This is an optimization exercise on Yosys and OpenROAD, whose aim is small area and a short achievable clock period, not a production implementation. Where RTL was checked, it was by simulation tests only, not by an equivalence proof against the original.

==> job 669: inputs <==
==> flow/design.v (excerpt) <==
module cpu(i_clk, i_rst, i_en,
    i_opcode, i_data, i_ready,
    o_data, o_err,
    d_index
);
parameter  DATA       = 32;  
parameter  OPCODE     = 16;  
parameter  STACK      = 16;  
localparam STACK_BITS = $clog2(STACK);
input wire i_clk;
input wire i_rst;
input wire i_en;
input wire [OPCODE-1:0] i_opcode;
input wire [DATA-1:0] i_data;
input wire i_ready;  
output reg [DATA-1:0] o_data;
output reg [2:0] o_err;
output reg [STACK_BITS:0] d_index;  
localparam OPCODE_IDLE = 0;
localparam OPCODE_PUSH = 1;
localparam OPCODE_POP = 2;
localparam OPCODE_ADD = 3;
localparam OPCODE_SUBTRACT= 4;
localparam OPCODE_MULTIPLY = 5;
localparam OPCODE_DIVIDE = 6;
localparam OPCODE_DUP = 7;
localparam OPCODE_ROT = 8;
localparam OPCODE_SWAP = 9;
localparam ERROR_OK = 0;
localparam ERROR_INVALID_OPCODE = 1;
localparam ERROR_STACK_TOO_SMALL = 2;
localparam ERROR_STACK_TOO_BIG = 3;
localparam ERROR_DIVIDE_BY_ZERO = 4;
reg [STACK*DATA-1:0] stk;
wire [DATA-1:0] T = stk[0*DATA +: DATA];
wire [DATA-1:0] S = stk[1*DATA +: DATA];
wire [DATA-1:0] U = stk[2*DATA +: DATA];
wire op_idle = (i_opcode == OPCODE_IDLE);
wire op_push = (i_opcode == OPCODE_PUSH);
wire op_pop  = (i_opcode == OPCODE_POP);
wire op_add  = (i_opcode == OPCODE_ADD);
wire op_sub  = (i_opcode == OPCODE_SUBTRACT);
wire op_mul  = (i_opcode == OPCODE_MULTIPLY);
wire op_div  = (i_opcode == OPCODE_DIVIDE);
wire op_dup  = (i_opcode == OPCODE_DUP);
wire op_rot  = (i_opcode == OPCODE_ROT);
wire op_swap = (i_opcode == OPCODE_SWAP);
wire n_full = d_index[STACK_BITS];                   
wire n_ge1  = |d_index;                              
wire n_ge2  = n_full | (|d_index[STACK_BITS-1:1]);   
wire n_ge3  = n_full | (|d_index[STACK_BITS-1:2]) | (&d_index[1:0]);
wire t_zero = ~|T;
wire ok_push = op_push & ~n_full;
wire ok_pop  = op_pop & n_ge1;
wire ok_bin  = (op_add | op_sub | op_mul) & n_ge2 | op_div & n_ge2 & ~t_zero;
  ...
Settings: LEC_CHECK=0, ABC_AREA=1, CAP_MARGIN=20, CORE_MARGIN=2, CORE_UTILIZATION=28, PLACE_DENSITY=0.45, SLEW_MARGIN=20; clock period 80.0 ns.
run.sh (not shown) runs the stock make flow with config.mk's settings and CLKGATE_MAP_FILE= SYNTH_SCRIPT=/design/flow/synth_recipe.tcl, a recipe that flattens the netlist after the stock synthesis.
==> inputs of job 9841, as changes to job 669 <==
--- a/flow/design.v
+++ b/flow/design.v
@@ -71,20 +71,54 @@
           op_dup | op_rot | op_swap)) next_err = ERROR_INVALID_OPCODE;
 end
 localparam DIVR = 14;
 parameter BLK = 4;
 wire [DATA+1:0] T1 = {2'b00, T};
 wire [DATA+1:0] T2 = {1'b0, T, 1'b0};
-wire [DATA+1:0] T3 = T1 + T2;
+reg  [DATA+1:0] T3;
+reg  t3c;
+integer m;
+always @(*)
+begin
+    t3c = 1'b0;
+    for (m = 0; m < DATA + 2; m = m + 1)
+    begin
+        T3[m] = T1[m] ^ T2[m] ^ t3c;
+        t3c = (T1[m] & T2[m]) | (t3c & (T1[m] ^ T2[m]));
+    end
+end
 wire [DATA*(DATA+1)-1:0] Xf;
 wire [DATA-1:0] q;
 assign Xf[DATA*DATA +: DATA] = S;
-wire [DATA-DIVR-1:0] mh = S[DATA-1:DIVR] * T[DATA-DIVR-1:0];
+assign Xf[(DATA-2)*DATA +: DATA] = S;
+localparam NB = DATA - DIVR;
+reg  [NB-1:0] mh;
+reg  mc, mp;
+integer mr, mj;
+always @(*)
+begin
+    mh = {NB{1'b0}};
+    for (mr = 0; mr < NB; mr = mr + 1)
+    begin
+        mc = 1'b0;
+        for (mj = mr; mj < NB; mj = mj + 1)
+        begin
+            mp = S[DIVR + mr] & T[mj - mr];
+            {mc, mh[mj]} = {(mh[mj] & mp) | (mc & (mh[mj] ^ mp)), mh[mj] ^ mp ^ mc};
+        end
+    end
+end
+wire [3:0] td4 = (T[3:0] == 4'd0) ? 4'd1 : T[3:0];
+wire t_small = ~|T[DATA-1:4];
+wire [3:0] q4 = t_small ? S[DATA-1:DATA-4] / td4 : 4'd0;
+wire [3:0] r4 = t_small ? S[DATA-1:DATA-4] % td4 : S[DATA-1:DATA-4];
+assign q[DATA-1:DATA-4] = q4;
+assign Xf[(DATA-4)*DATA +: DATA] = {r4, S[DATA-5:0]};
 genvar gi, gk;
 generate
-    for (gi = DATA-2; gi >= 0; gi = gi - 2)
+    for (gi = DATA-6; gi >= 0; gi = gi - 2)
     begin : row
         localparam W = DATA - gi;
         localparam SHARED = (gi < DIVR);
         wire [DATA-1:0] xr = Xf[(gi+2)*DATA +: DATA];
         wire [DATA-1:0] xin;
         if (gi == DIVR - 2)
- CAP_MARGIN: 20 -> 30
- CORE_UTILIZATION: 28 -> 62
- PLACE_DENSITY: 0.45 -> 0.72
- SLEW_MARGIN: 20 -> 30
==> metrics.md <==
| Metric | Value |
|---|---|
| Initial Utilization | `0.625` |
| Grt met2 use | `0.681` |
| Multi-input gates | `7,003` |
| Rel. slew slack | `0.230` |
| Multi-input gate area | `48,500 sq um` |
| Data required, critical path | `roughly 81,000 ps` |
| First-pass GRT wire length | `382 mm` |
| Post-Syn Nets | `approximately 10,000` |
| Buf+Inv Stages, Crit Path | `21` |
| CP max stage delay | `740 ps` |
| Outcome | `no timing/DRC/antenna violations` |
| DP HPWL | `190 mm` |
| RD Place Congestion | `1.06` |
| Met3 wire length | `31.4 mm` |
| Yosys top cell area share | `0.157` |
| Peak Freq | `roughly 20 MHz` |
| Tmin final | `48,720 ps` |
| # H-tree levels | `2` |
# the run above: job 9841

==> metrics.md <==
| Metric | Value |
|---|---|
| Yosys top cell area share | `0.170` |
| Met3 wire length | `21.4 mm` |
| DP HPWL | `around 240 mm` |
| Multi-input gates | `around 7,100` |
| Data required, critical path | `80,490 ps` |
| RD Place Congestion | `0.988` |
| Buf+Inv Stages, Crit Path | `20` |
| Rel. slew slack | `0.178` |
| Multi-input gate area | `49,300 sq um` |
| Outcome | `no timing/DRC/antenna violations` |
# the run above: job 669


==> quartz <==
==> flow/design.v <==
module cpu(i_clk, i_rst, i_en,
    i_opcode, i_data, i_ready,
    o_data, o_err,
    d_index
);
parameter  DATA       = 32;  
parameter  OPCODE     = 16;  
parameter  STACK      = 16;  
localparam STACK_BITS = $clog2(STACK);
input wire i_clk;
input wire i_rst;
input wire i_en;
input wire [OPCODE-1:0] i_opcode;
input wire [DATA-1:0] i_data;
input wire i_ready;  
output reg [DATA-1:0] o_data;
output reg [2:0] o_err;
output reg [STACK_BITS:0] d_index;  
localparam OPCODE_IDLE = 0;
localparam OPCODE_PUSH = 1;
localparam OPCODE_POP = 2;
localparam OPCODE_ADD = 3;
localparam OPCODE_SUBTRACT= 4;
localparam OPCODE_MULTIPLY = 5;
localparam OPCODE_DIVIDE = 6;
localparam OPCODE_DUP = 7;
localparam OPCODE_ROT = 8;
localparam OPCODE_SWAP = 9;
localparam ERROR_OK = 0;
localparam ERROR_INVALID_OPCODE = 1;
localparam ERROR_STACK_TOO_SMALL = 2;
localparam ERROR_STACK_TOO_BIG = 3;
localparam ERROR_DIVIDE_BY_ZERO = 4;
reg [STACK*DATA-1:0] stk;
wire [DATA-1:0] T = stk[0*DATA +: DATA];
wire [DATA-1:0] S = stk[1*DATA +: DATA];
wire [DATA-1:0] U = stk[2*DATA +: DATA];
wire op_idle = (i_opcode == OPCODE_IDLE);
wire op_push = (i_opcode == OPCODE_PUSH);
wire op_pop  = (i_opcode == OPCODE_POP);
wire op_add  = (i_opcode == OPCODE_ADD);
wire op_sub  = (i_opcode == OPCODE_SUBTRACT);
wire op_mul  = (i_opcode == OPCODE_MULTIPLY);
wire op_div  = (i_opcode == OPCODE_DIVIDE);
wire op_dup  = (i_opcode == OPCODE_DUP);
wire op_rot  = (i_opcode == OPCODE_ROT);
wire op_swap = (i_opcode == OPCODE_SWAP);
wire n_full = d_index[STACK_BITS];                   
wire n_ge1  = |d_index;                              
wire n_ge2  = n_full | (|d_index[STACK_BITS-1:1]);   
wire n_ge3  = n_full | (|d_index[STACK_BITS-1:2]) | (&d_index[1:0]);
wire t_zero = ~|T;
wire ok_push = op_push & ~n_full;
wire ok_pop  = op_pop & n_ge1;
wire ok_bin  = (op_add | op_sub | op_mul) & n_ge2 | op_div & n_ge2 & ~t_zero;
wire ok_dup  = op_dup & n_ge1 & ~n_full;
wire ok_rot  = op_rot & n_ge3;
wire ok_swap = op_swap & n_ge2;
reg [2:0] next_err;
always @(*)
begin
    next_err = ERROR_OK;
    if (op_push & n_full) next_err = ERROR_STACK_TOO_BIG;
    if (op_pop & ~n_ge1) next_err = ERROR_STACK_TOO_SMALL;
    if ((op_add | op_sub | op_mul | op_div | op_swap) & ~n_ge2) next_err = ERROR_STACK_TOO_SMALL;
    if (op_div & n_ge2 & t_zero) next_err = ERROR_DIVIDE_BY_ZERO;
    if (op_dup & ~n_ge1) next_err = ERROR_STACK_TOO_SMALL;
    if (op_dup & n_full) next_err = ERROR_STACK_TOO_BIG;
    if (op_rot & ~n_ge3) next_err = ERROR_STACK_TOO_SMALL;
    if (~(op_idle | op_push | op_pop | op_add | op_sub | op_mul | op_div |
          op_dup | op_rot | op_swap)) next_err = ERROR_INVALID_OPCODE;
end
localparam DIVR = 20;
wire m_sub = op_div | op_sub;           
wire [DATA-1:0] Bp = T ^ {DATA{m_sub}};
wire [DATA:0] tz;
assign tz[DATA] = 1'b1;
genvar gi;
generate
    for (gi = DATA-1; gi >= 0; gi = gi - 1)
    begin : tzc
        assign tz[gi] = tz[gi+1] & ~T[gi];
    end
endgenerate
wire [DATA*(DATA+1)-1:0] Xf;
wire [DATA-1:0] q;
assign Xf[DATA*DATA +: DATA] = S;
wire [DATA-DIVR-1:0] mh = S[DATA-1:DIVR] * T[DATA-DIVR-1:0];
generate
    for (gi = DATA-1; gi >= 0; gi = gi - 1)
    begin : row
        localparam W = DATA - gi;
        localparam SHARED = (gi < DIVR);
        wire [DATA-1:0] xr = Xf[(gi+1)*DATA +: DATA];
        wire [DATA-1:0] xin;
        if (gi == DIVR - 1)
        begin : init
            assign xin = op_div ? xr :
                         op_mul ? {mh, {DIVR{1'b0}}} :
                         (op_add | op_sub) ? S : {DATA{1'b0}};
        end
        else
        begin : pass
            assign xin = xr;
        end
        wire [W-1:0] a = xin[DATA-1:gi];
        wire [W-1:0] b = SHARED ? Bp[W-1:0] : ~T[W-1:0];
        wire cin = SHARED ? m_sub : 1'b1;
        reg  [W-1:0] G, P, Gn, Pn;
        reg  [W:0] c;
        integer j, l, kk;
        always @(*)
        begin
            G = a & b;
            P = a ^ b;
            G[0] = G[0] | (P[0] & cin);
            for (l = 0; (1 << l) < W; l = l + 1)
            begin
                Gn = G; Pn = P;
                for (j = 0; j < W; j = j + 1)
                    if ((j >> l) & 1)
                    begin
                        kk = ((j >> l) << l) - 1;
                        Gn[j] = G[j] | (P[j] & G[kk]);
                        Pn[j] = P[j] & P[kk];
                    end
                G = Gn; P = Pn;
            end
            c = {G, cin};
        end
        wire [W-1:0] s = a ^ b ^ c[W-1:0];
        assign q[gi] = c[W] & tz[W];
        wire sel;
        if (SHARED)
        begin : shr
            assign sel = op_div ? q[gi] : (op_mul ? S[gi] : (gi == 0));
        end
        else
        begin : dvr
            assign sel = q[gi];
        end
        if (gi > 0)
            assign Xf[gi*DATA +: DATA] = {sel ? s : a, xin[gi-1:0]};
        else
            assign Xf[gi*DATA +: DATA] = sel ? s : a;
    end
endgenerate
wire [DATA-1:0] alu = op_div ? q : Xf[DATA-1:0];
wire exec = i_en & i_ready;
wire sh_dn = ok_push | ok_dup;   
wire sh_up = ok_pop | ok_bin;    
wire c_dn   = exec & sh_dn;
wire c_up   = exec & sh_up;
wire c_hold = ~(c_dn | c_up);
wire t_push = exec & ok_push;
wire t_s    = exec & (ok_pop | ok_rot | ok_swap);
wire t_alu  = exec & ok_bin;
wire t_hold = ~(t_push | t_s | t_alu);
wire s_t    = exec & (sh_dn | ok_swap);
wire s_u    = exec & (sh_up | ok_rot);
wire s_hold = ~(s_t | s_u);
wire u_rot  = exec & ok_rot;
wire u_hold = ~(c_dn | c_up | u_rot);
reg [STACK*DATA-1:0] stk_d;
integer k;
always @(*)
begin
    stk_d[0*DATA +: DATA] = ({DATA{t_hold}} & T) | ({DATA{t_push}} & i_data) |
                            ({DATA{t_s}} & S) | ({DATA{t_alu}} & alu);
    stk_d[1*DATA +: DATA] = ({DATA{s_hold}} & S) | ({DATA{s_t}} & T) | ({DATA{s_u}} & U);
    stk_d[2*DATA +: DATA] = ({DATA{u_hold}} & U) | ({DATA{c_dn}} & S) |
                            ({DATA{c_up}} & stk[3*DATA +: DATA]) | ({DATA{u_rot}} & T);
    for (k = 3; k < STACK-1; k = k + 1)
        stk_d[k*DATA +: DATA] = ({DATA{c_hold}} & stk[k*DATA +: DATA]) |
                                ({DATA{c_dn}} & stk[(k-1)*DATA +: DATA]) |
                                ({DATA{c_up}} & stk[(k+1)*DATA +: DATA]);
    stk_d[(STACK-1)*DATA +: DATA] = ({DATA{~c_dn}} & stk[(STACK-1)*DATA +: DATA]) |
                                    ({DATA{c_dn}} & stk[(STACK-2)*DATA +: DATA]);
end
always @(posedge i_clk)
    stk <= stk_d;
always @(posedge i_clk or posedge i_rst)
begin
    if (1 == i_rst)
    begin
        o_data <= 0;
        o_err <= 0;
        d_index <= 0;
    end
    else if (exec)
    begin
        o_data <= ok_pop ? T : {DATA{1'b0}};
        o_err <= next_err;
        if (sh_dn) d_index <= d_index + 1'd1;
        else if (sh_up) d_index <= d_index - 1'd1;
    end
end
endmodule
==> flow/run.sh <==
#!/bin/bash
# synth_recipe.tcl (not shown) runs the flow's synth.tcl, then flattens the netlist and writes it again
# the make line also repeats each setting of config.mk as NAME=value (left out here)
make -C /OpenROAD-flow-scripts/flow DESIGN_CONFIG=/design/flow/config.mk WORK_HOME=/design/flow/orfs CLKGATE_MAP_FILE= SYNTH_SCRIPT=/design/flow/synth_recipe.tcl finish
==> flow/config.mk <==
export PLATFORM = sky130hd
export DESIGN_NAME = cpu
export DESIGN_NICKNAME = cpu
export VERILOG_FILES = /design/flow/design.v
export SDC_FILE = /design/flow/constraint.sdc
export NUM_CORES = 4
export LEC_CHECK = 0
export CAP_MARGIN = 20
export CORE_MARGIN = 2
export CORE_UTILIZATION = 28
export PLACE_DENSITY = 0.45
export SLEW_MARGIN = 20
==> flow/constraint.sdc <==
create_clock -name core_clock -period 80.0 [get_ports {i_clk}]
set_input_delay 16.0000 -clock core_clock [delete_from_list [all_inputs] [get_ports {i_clk}]]
set_output_delay 16.0000 -clock core_clock [all_outputs]
set_load 0.01 [all_outputs]
==> amber (differences from quartz) <==
--- a/flow/design.v
+++ b/flow/design.v
@@ -72,31 +72,25 @@
 end
 localparam DIVR = 20;
-wire m_sub = op_div | op_sub;           
-wire [DATA-1:0] Bp = T ^ {DATA{m_sub}};
-wire [DATA:0] tz;
-assign tz[DATA] = 1'b1;
-genvar gi;
-generate
-    for (gi = DATA-1; gi >= 0; gi = gi - 1)
-    begin : tzc
-        assign tz[gi] = tz[gi+1] & ~T[gi];
-    end
-endgenerate
+parameter BLK = 4;
+wire [DATA+1:0] T1 = {2'b00, T};
+wire [DATA+1:0] T2 = {1'b0, T, 1'b0};
+wire [DATA+1:0] T3 = T1 + T2;
 wire [DATA*(DATA+1)-1:0] Xf;
 wire [DATA-1:0] q;
 assign Xf[DATA*DATA +: DATA] = S;
 wire [DATA-DIVR-1:0] mh = S[DATA-1:DIVR] * T[DATA-DIVR-1:0];
+genvar gi, gk;
 generate
-    for (gi = DATA-1; gi >= 0; gi = gi - 1)
+    for (gi = DATA-2; gi >= 0; gi = gi - 2)
     begin : row
         localparam W = DATA - gi;
         localparam SHARED = (gi < DIVR);
-        wire [DATA-1:0] xr = Xf[(gi+1)*DATA +: DATA];
+        wire [DATA-1:0] xr = Xf[(gi+2)*DATA +: DATA];
         wire [DATA-1:0] xin;
-        if (gi == DIVR - 1)
+        if (gi == DIVR - 2)
         begin : init
             assign xin = op_div ? xr :
-                         op_mul ? {mh, {DIVR{1'b0}}} :
-                         (op_add | op_sub) ? S : {DATA{1'b0}};
+                         op_mul ? ~{mh, {DIVR{1'b0}}} :
+                         S ^ {DATA{op_add}};
         end
         else
@@ -105,46 +99,71 @@
         end
         wire [W-1:0] a = xin[DATA-1:gi];
-        wire [W-1:0] b = SHARED ? Bp[W-1:0] : ~T[W-1:0];
-        wire cin = SHARED ? m_sub : 1'b1;
-        reg  [W-1:0] G, P, Gn, Pn;
-        reg  [W:0] c;
-        integer j, l, kk;
-        always @(*)
-        begin
-            G = a & b;
-            P = a ^ b;
-            G[0] = G[0] | (P[0] & cin);
-            for (l = 0; (1 << l) < W; l = l + 1)
+        wire z1 = ((T >> W) == 0);
+        wire z2 = ((T >> (W-1)) == 0);
+        wire z3 = (T <= ((64'd1 << W) - 1) / 3);
+        wire [3:1] fit;
+        wire [W-1:0] d [1:3];
+        for (gk = 1; gk <= 3; gk = gk + 1)
+        begin : add
+            wire [DATA+1:0] bfull = ~((gk == 1) ? T1 : (gk == 2) ? T2 : T3);
+            wire [W-1:0] b = bfull[W-1:0];
+            wire cin = 1'b1;
+            reg  [W-1:0] G, P, Gn, Pn, g0, p0;
+            reg  [W:0] c;
+            integer j, l, kk;
+            always @(*)
             begin
-                Gn = G; Pn = P;
-                for (j = 0; j < W; j = j + 1)
-                    if ((j >> l) & 1)
-                    begin
-                        kk = ((j >> l) << l) - 1;
-                        Gn[j] = G[j] | (P[j] & G[kk]);
-                        Pn[j] = P[j] & P[kk];
-                    end
-                G = Gn; P = Pn;
+                g0 = a & b;
+                p0 = a ^ b;
+                g0[0] = g0[0] | (p0[0] & cin);
+                G = g0; P = p0;
+                for (l = 0; (1 << l) < W; l = l + 1)
+                begin
+                    Gn = G; Pn = P;
+                    for (j = 0; j < W; j = j + 1)
+                        if ((j >> l) & 1)
+                        begin
+                            kk = ((j >> l) << l) - 1;
+                            Gn[j] = G[j] | (P[j] & G[kk]);
+                            Pn[j] = P[j] & P[kk];
+                        end
+                    G = Gn; P = Pn;
+                end
+                c = {G, cin};
             end
-            c = {G, cin};
-        end
-        wire [W-1:0] s = a ^ b ^ c[W-1:0];
-        assign q[gi] = c[W] & tz[W];
-        wire sel;
+            assign d[gk] = p0 ^ c[W-1:0];
+            assign fit[gk] = c[W];
+        end
+        wire f1 = fit[1] & z1;
+        wire f2 = fit[2] & z2;
+        wire f3 = fit[3] & z3;
+        wire v0, v1, v2, v3;
         if (SHARED)
         begin : shr
-            assign sel = op_div ? q[gi] : (op_mul ? S[gi] : (gi == 0));
+            wire [1:0] md = S[gi+1:gi];
+            wire as0 = (op_add | op_sub) & (gi == 0);
+            assign v3 = op_div ? f3 : op_mul & (md == 2'd3);
+            assign v2 = op_div ? f2 & ~f3 : op_mul & (md == 2'd2);
+            assign v1 = op_div ? f1 & ~f2 : op_mul & (md == 2'd1) | as0;
+            assign v0 = ~(v1 | v2 | v3);
         end
         else
         begin : dvr
-            assign sel = q[gi];
-        end
+            assign v3 = f3;
+            assign v2 = f2 & ~f3;
+            assign v1 = f1 & ~f2;
+            assign v0 = ~f1;
+        end
+        assign q[gi+1] = f2;
+        assign q[gi] = f3 | (f1 & ~f2);
+        wire [W-1:0] nx = ({W{v0}} & a) | ({W{v1}} & d[1]) |
+                          ({W{v2}} & d[2]) | ({W{v3}} & d[3]);
         if (gi > 0)
-            assign Xf[gi*DATA +: DATA] = {sel ? s : a, xin[gi-1:0]};
+            assign Xf[gi*DATA +: DATA] = {nx, xin[gi-1:0]};
         else
-            assign Xf[gi*DATA +: DATA] = sel ? s : a;
+            assign Xf[gi*DATA +: DATA] = nx;
     end
 endgenerate
-wire [DATA-1:0] alu = op_div ? q : Xf[DATA-1:0];
+wire [DATA-1:0] alu = op_div ? q : Xf[DATA-1:0] ^ {DATA{~op_sub}};
 wire exec = i_en & i_ready;
 wire sh_dn = ok_push | ok_dup;   
==> flow/config.mk (replaced) <==
export PLATFORM = sky130hd
export DESIGN_NAME = cpu
export DESIGN_NICKNAME = cpu
export VERILOG_FILES = /design/flow/design.v
export SDC_FILE = /design/flow/constraint.sdc
export NUM_CORES = 4
export LEC_CHECK = 0
export ABC_AREA = 1
export CAP_MARGIN = 30
export CORE_MARGIN = 2
export CORE_UTILIZATION = 55
export PLACE_DENSITY = 0.65
export SLEW_MARGIN = 30
==> flow_summary.toml <==
[status]
outcome = "complete, no violations"

[synth]
synthXorXnorAreaFrac_pct = 5.495
synth_fa_ha_area_share_pct = 24.07
ys_top_cells_by_area = "ha_1 (17%), dfxtp_1 (15%), nand2_1 (12%)"

[die]
start_util_pct = 55.41
taps = 1524
die_w_um = 346.2

[sta]
fmaxAchievable_mhz = 18.31
post-route-period-util_pct = 68.27

[cells_and_area]
sh_seq_area_pct = 16.72

[worst_setup_path]
crit_top_cell = "nand2_1"

[routing]
num_vias = 65230
The numbers above come from amber.

==> flow_summary.toml <==
[status]
outcome = "complete, no violations"

[synth]
ys_top_cells_by_area = "dfxtp_1 (18%), ha_1 (12%), nand2_1 (10%)"
synthXorXnorAreaFrac_pct = 6.069
synth_fa_ha_area_share_pct = 18.03

[sta]
post-route-period-util_pct = 95.49
fmaxAchievable_mhz = 13.09

[cells_and_area]
sh_seq_area_pct = 17.10

[worst_setup_path]
crit_top_cell = "buf_4"

[die]
taps = 2542
die_w_um = 445.7
start_util_pct = 28.11

[routing]
num_vias = 58130
The numbers above come from quartz.

No run of this note included a check of the RTL's function; only the layout flow was run.

## separate check: timing with driven ports
Ports are ideal in the flow. The routed layouts listed here were re-timed in OpenROAD. Step 1: set_driving_cell puts a clkbuf_16 on i_clk and a buf_2 on each other input, an assumption about the parent block. Step 2 times the ports against the registers' clock, not the clock port: input delays grow and output delays shrink by t, the midpoint of the rising clock arrivals with the driver on. Three values: no drivers, after step 1, after step 2; two values: the first two.
run | t (ns) | setup slack, ns | pins driven straight from the clock port
job 669 | 0.663 | 30.676 / 30.676 / 30.676 | 1
job 9841 | 0.691 | 31.281 / 31.281 / 31.281 | 1
quartz | 0.684 | 3.609 / 3.609 / 3.609 | 1
amber | 0.730 | 25.383 / 25.433 / 24.703 | 1
After both steps setup and hold are still met in every run listed. For amber, which loses most, drivers alone change the setup slack by +0.050 ns; drivers and shift together by -0.680 ns.
